Background: an optimization exercise with open tools, aiming at small area, a short achievable clock period and few clock cycles. Do not read the settings as production practice. In this exercise RTL edits were held to simulation tests only and were not proved equivalent to the original. Power is estimated from default activity; no workload was simulated.

==> inputs of 02-03 <==
Design mips, start of the top module:
module mips (
    input clk,
    input reset,
    output [31:0] i_inst_addr,
    input  [31:0] i_inst_rdata,
    input  [31:0] m_data_rdata,
    output [31:0] m_data_addr,
    output [31:0] m_data_wdata,
    output [ 3:0] m_data_byteen,
    output [31:0] m_inst_addr,
    output        w_grf_we,
    output [ 4:0] w_grf_addr,
    output [31:0] w_grf_wdata,
    output [31:0] w_inst_addr
);
    wire [31:0] fi = i_inst_rdata;
    wire [ 5:0] f_op = fi[31:26];
    wire [ 5:0] f_fn = fi[5:0];
    wire        f_R = f_op == 6'b000000;
    wire f_add   = f_R & (f_fn == 6'b100000);
    wire f_sub   = f_R & (f_fn == 6'b100010);
    wire f_and   = f_R & (f_fn == 6'b100100);
    wire f_or    = f_R & (f_fn == 6'b100101);
    wire f_slt   = f_R & (f_fn == 6'b101010);
    wire f_sltu  = f_R & (f_fn == 6'b101011);
    wire f_sll   = f_R & (f_fn == 6'b000000);
    wire f_jr    = f_R & (f_fn == 6'b001000);
    wire f_mult  = f_R & (f_fn == 6'b011000);
    wire f_multu = f_R & (f_fn == 6'b011001);
    wire f_mfhi  = f_R & (f_fn == 6'b010000);
    wire f_mflo  = f_R & (f_fn == 6'b010010);
  ...
clock: 15.0 ns
lec_check: 0
cap_margin: 20
core_margin: 2
core_utilization: 40
place_density: 0.6
slew_margin: 20
standard.sh (not shown) runs the stock make flow with config.mk's settings and CLKGATE_MAP_FILE= SYNTH_SCRIPT=/design/flow/synth_recipe.tcl, a recipe that flattens the netlist after the stock synthesis.
==> flow/flow/run.sh <==
#!/bin/bash
# Standard synthesis and layout, with these changes to how the layout is made:
# - timing repair aims for a setup slack of SETUP_SLACK_MARGIN ns below the design's clock
#   period instead of just meeting it, working on the worst path only (TNS_END_PERCENT=0);
# - resizing may change a cell's footprint (MATCH_CELL_FOOTPRINT=0);
# - every input and output port still gets a buffer, a buf_4 instead of the default delay cell.
# Each step's full output goes to its own log file here; ORFS keeps its logs under orfs/logs.
set -euo pipefail
bash standard.sh synth > synth.log 2>&1
bash standard.sh SETUP_SLACK_MARGIN=10 TNS_END_PERCENT=0 MATCH_CELL_FOOTPRINT=0 \
  'BUFFER_PORTS_ARGS=-inputs -outputs -buffer_cell sky130_fd_sc_hd__buf_4' \
  finish > layout.log 2>&1
==> 08-05: changes against 02-03 <==
--- a/flow/design.v
+++ b/flow/design.v
@@ -173,12 +173,15 @@
     wire f_store = f_sw | f_sh | f_sb;
     wire f_md    = f_mult | f_multu | f_mfhi | f_mflo | f_mthi | f_mtlo;
     wire [4:0] f_wa = (f_add | f_sub | f_and | f_or | f_slt | f_sltu | f_sll | f_mfhi | f_mflo) ? fi[15:11] :
                       (f_ori | f_lui | f_addi | f_andi | f_load) ? fi[20:16] :
                       f_jal ? 5'd31 : 5'd0;
-    wire f_use_rt = f_R | f_beq | f_bne | f_btheq;
-    wire f_md_w   = f_R & (f_fn[5:4] == 2'b01);
+    wire f_use_rs = f_add | f_sub | f_and | f_or | f_slt | f_sltu | f_jr | f_mult | f_multu |
+                    f_mthi | f_mtlo | f_ori | f_addi | f_andi | f_load | f_store | f_lwm |
+                    f_beq | f_bne | f_btheq;
+    wire f_use_rt = f_add | f_sub | f_and | f_or | f_slt | f_sltu | f_sll | f_mult | f_multu |
+                    f_beq | f_bne | f_btheq;
     localparam NC = 24;
     wire [NC-1:0] f_ctl = {
         f_sub | f_slt | f_sltu,              
         f_add | f_sub,                       
         f_addi,                              
@@ -233,12 +236,12 @@
     wire [ 4:0] sh  = ir[10:6];
     wire [31:0] a = opA;
     wire [31:0] b = opB;
     wire md_busy, md_busy_next;
     wire x_ld   = load & (x_wa != 5'd0);
-    wire f_wait = (f_md_w & md_busy_next) | lwm |
-                  (x_ld & ((fi[25:21] == x_wa) | (f_use_rt & (fi[20:16] == x_wa))));
+    wire f_wait = (f_md & md_busy_next) | (lwm & (f_use_rs | f_use_rt)) |
+                  (x_ld & ((f_use_rs & (fi[25:21] == x_wa)) | (f_use_rt & (fi[20:16] == x_wa))));
     reg         refetch;
     wire        x_cti = beq | bne | btheq | jal | jr;
     wire [31:0] rf_a, rf_b;
     wire [ 4:0] ra1 = fi[25:21];
     wire [ 4:0] ra2 = fi[20:16];
@@ -325,11 +328,11 @@
     wire [31:0] ld = m_lb ? {{24{byte_[7]}}, byte_} :
                      m_lh ? {{16{half[15]}}, half} : m_data_rdata;
     wire [ 4:0] lwm_dst = m_data_rdata[4:0] - m_b[4:0];
     assign wd_M = (m_load | m_lwm) ? ld : m_val;
     assign wa_M = m_lwm ? lwm_dst : m_wa;
-    wire [31:0] b_fw = (m_wa != 5'd0 && m_wa == ir[20:16]) ? wd_M : b;
+    wire [31:0] b_fw = m_writes(ir[20:16]) ? wd_M : b;
     wire [31:0] pc_Fi = refetch ? pc_X : pc_F;    
     always @(posedge clk) begin
         if (reset) begin
             pc_F     <= 32'h3000;
             refetch  <= 1'b0;
==> run notes <==
|  | 08-05 | 02-03 |
|---|---|---|
| Initial antenna violation count | 23 | 25 |
| Share of the final layout cell area in sequential cells | 44.2% | 44.2% |
| Global-route wire length before repair | 529000 um | 532000 um |
| Post-CTS setup buffer count | 58 | 12 |
| Simple logic cell fraction of the synthesized area | 9.59% | 9.72% |
| Full die area | 194000 um^2 | 195000 um^2 |
| Outcome | failed layout checks | finished clean |
| Reasons for failing layout checks | capacitance limit | - |
| Maximum clock rate | 0.188 GHz | 0.189 GHz |
| Count of TritonRoute iterations in the first routing pass | 13 | 14 |
| Fraction of area in multi-input gates | 39.7% | 39.8% |
| End-of-flow core utilization | 47.3% | 47.2% |
| Logic gate share of total power | 27.7% | 26.8% |
| Number of clock buffers in the layout | 194 | 185 |
| Max-cap check violation count | 1 | 0 |
| Non-filler instance count after layout | 9705 | 9661 |
Testbench counts of 02-03, summed over its fixed seeds: cycles 13,989.
Testbench counts of 08-05, summed over its fixed seeds: cycles 13,976.

## re-timing with driven ports
The flow's constraints put no driver on any port. The routed layouts listed below were extracted and timed again, unchanged, in two steps.
Step 1, drivers: a clkbuf_16 drives clk and a buf_2 each remaining input, both assumed.
Step 2 times the ports against the registers' clock, not the clock port: input delays grow and output delays shrink by t, the midpoint of the rising clock arrivals with the driver on.
a / b / c = ideal ports / drivers / drivers and shift; a / b = the first two.
run | shift t [ns] | setup WS [ns] | hold WS [ns] | clock arrival spread, ns | worst register clock-pin slew, ns
02-03 | 0.928 | 9.702 / 9.714 / 8.817 | 0.325 / 0.325 / 0.325 | 0.086 / 0.086 | 0.07 / 0.07
08-05 | 0.923 | 9.686 / 9.723 / 8.824 | 0.339 / 0.339 / 0.339 | 0.055 / 0.054 | 0.07 / 0.07
The setup slack of 02-03, which loses most, moves by +0.012 ns with the drivers and by -0.885 ns with both steps.
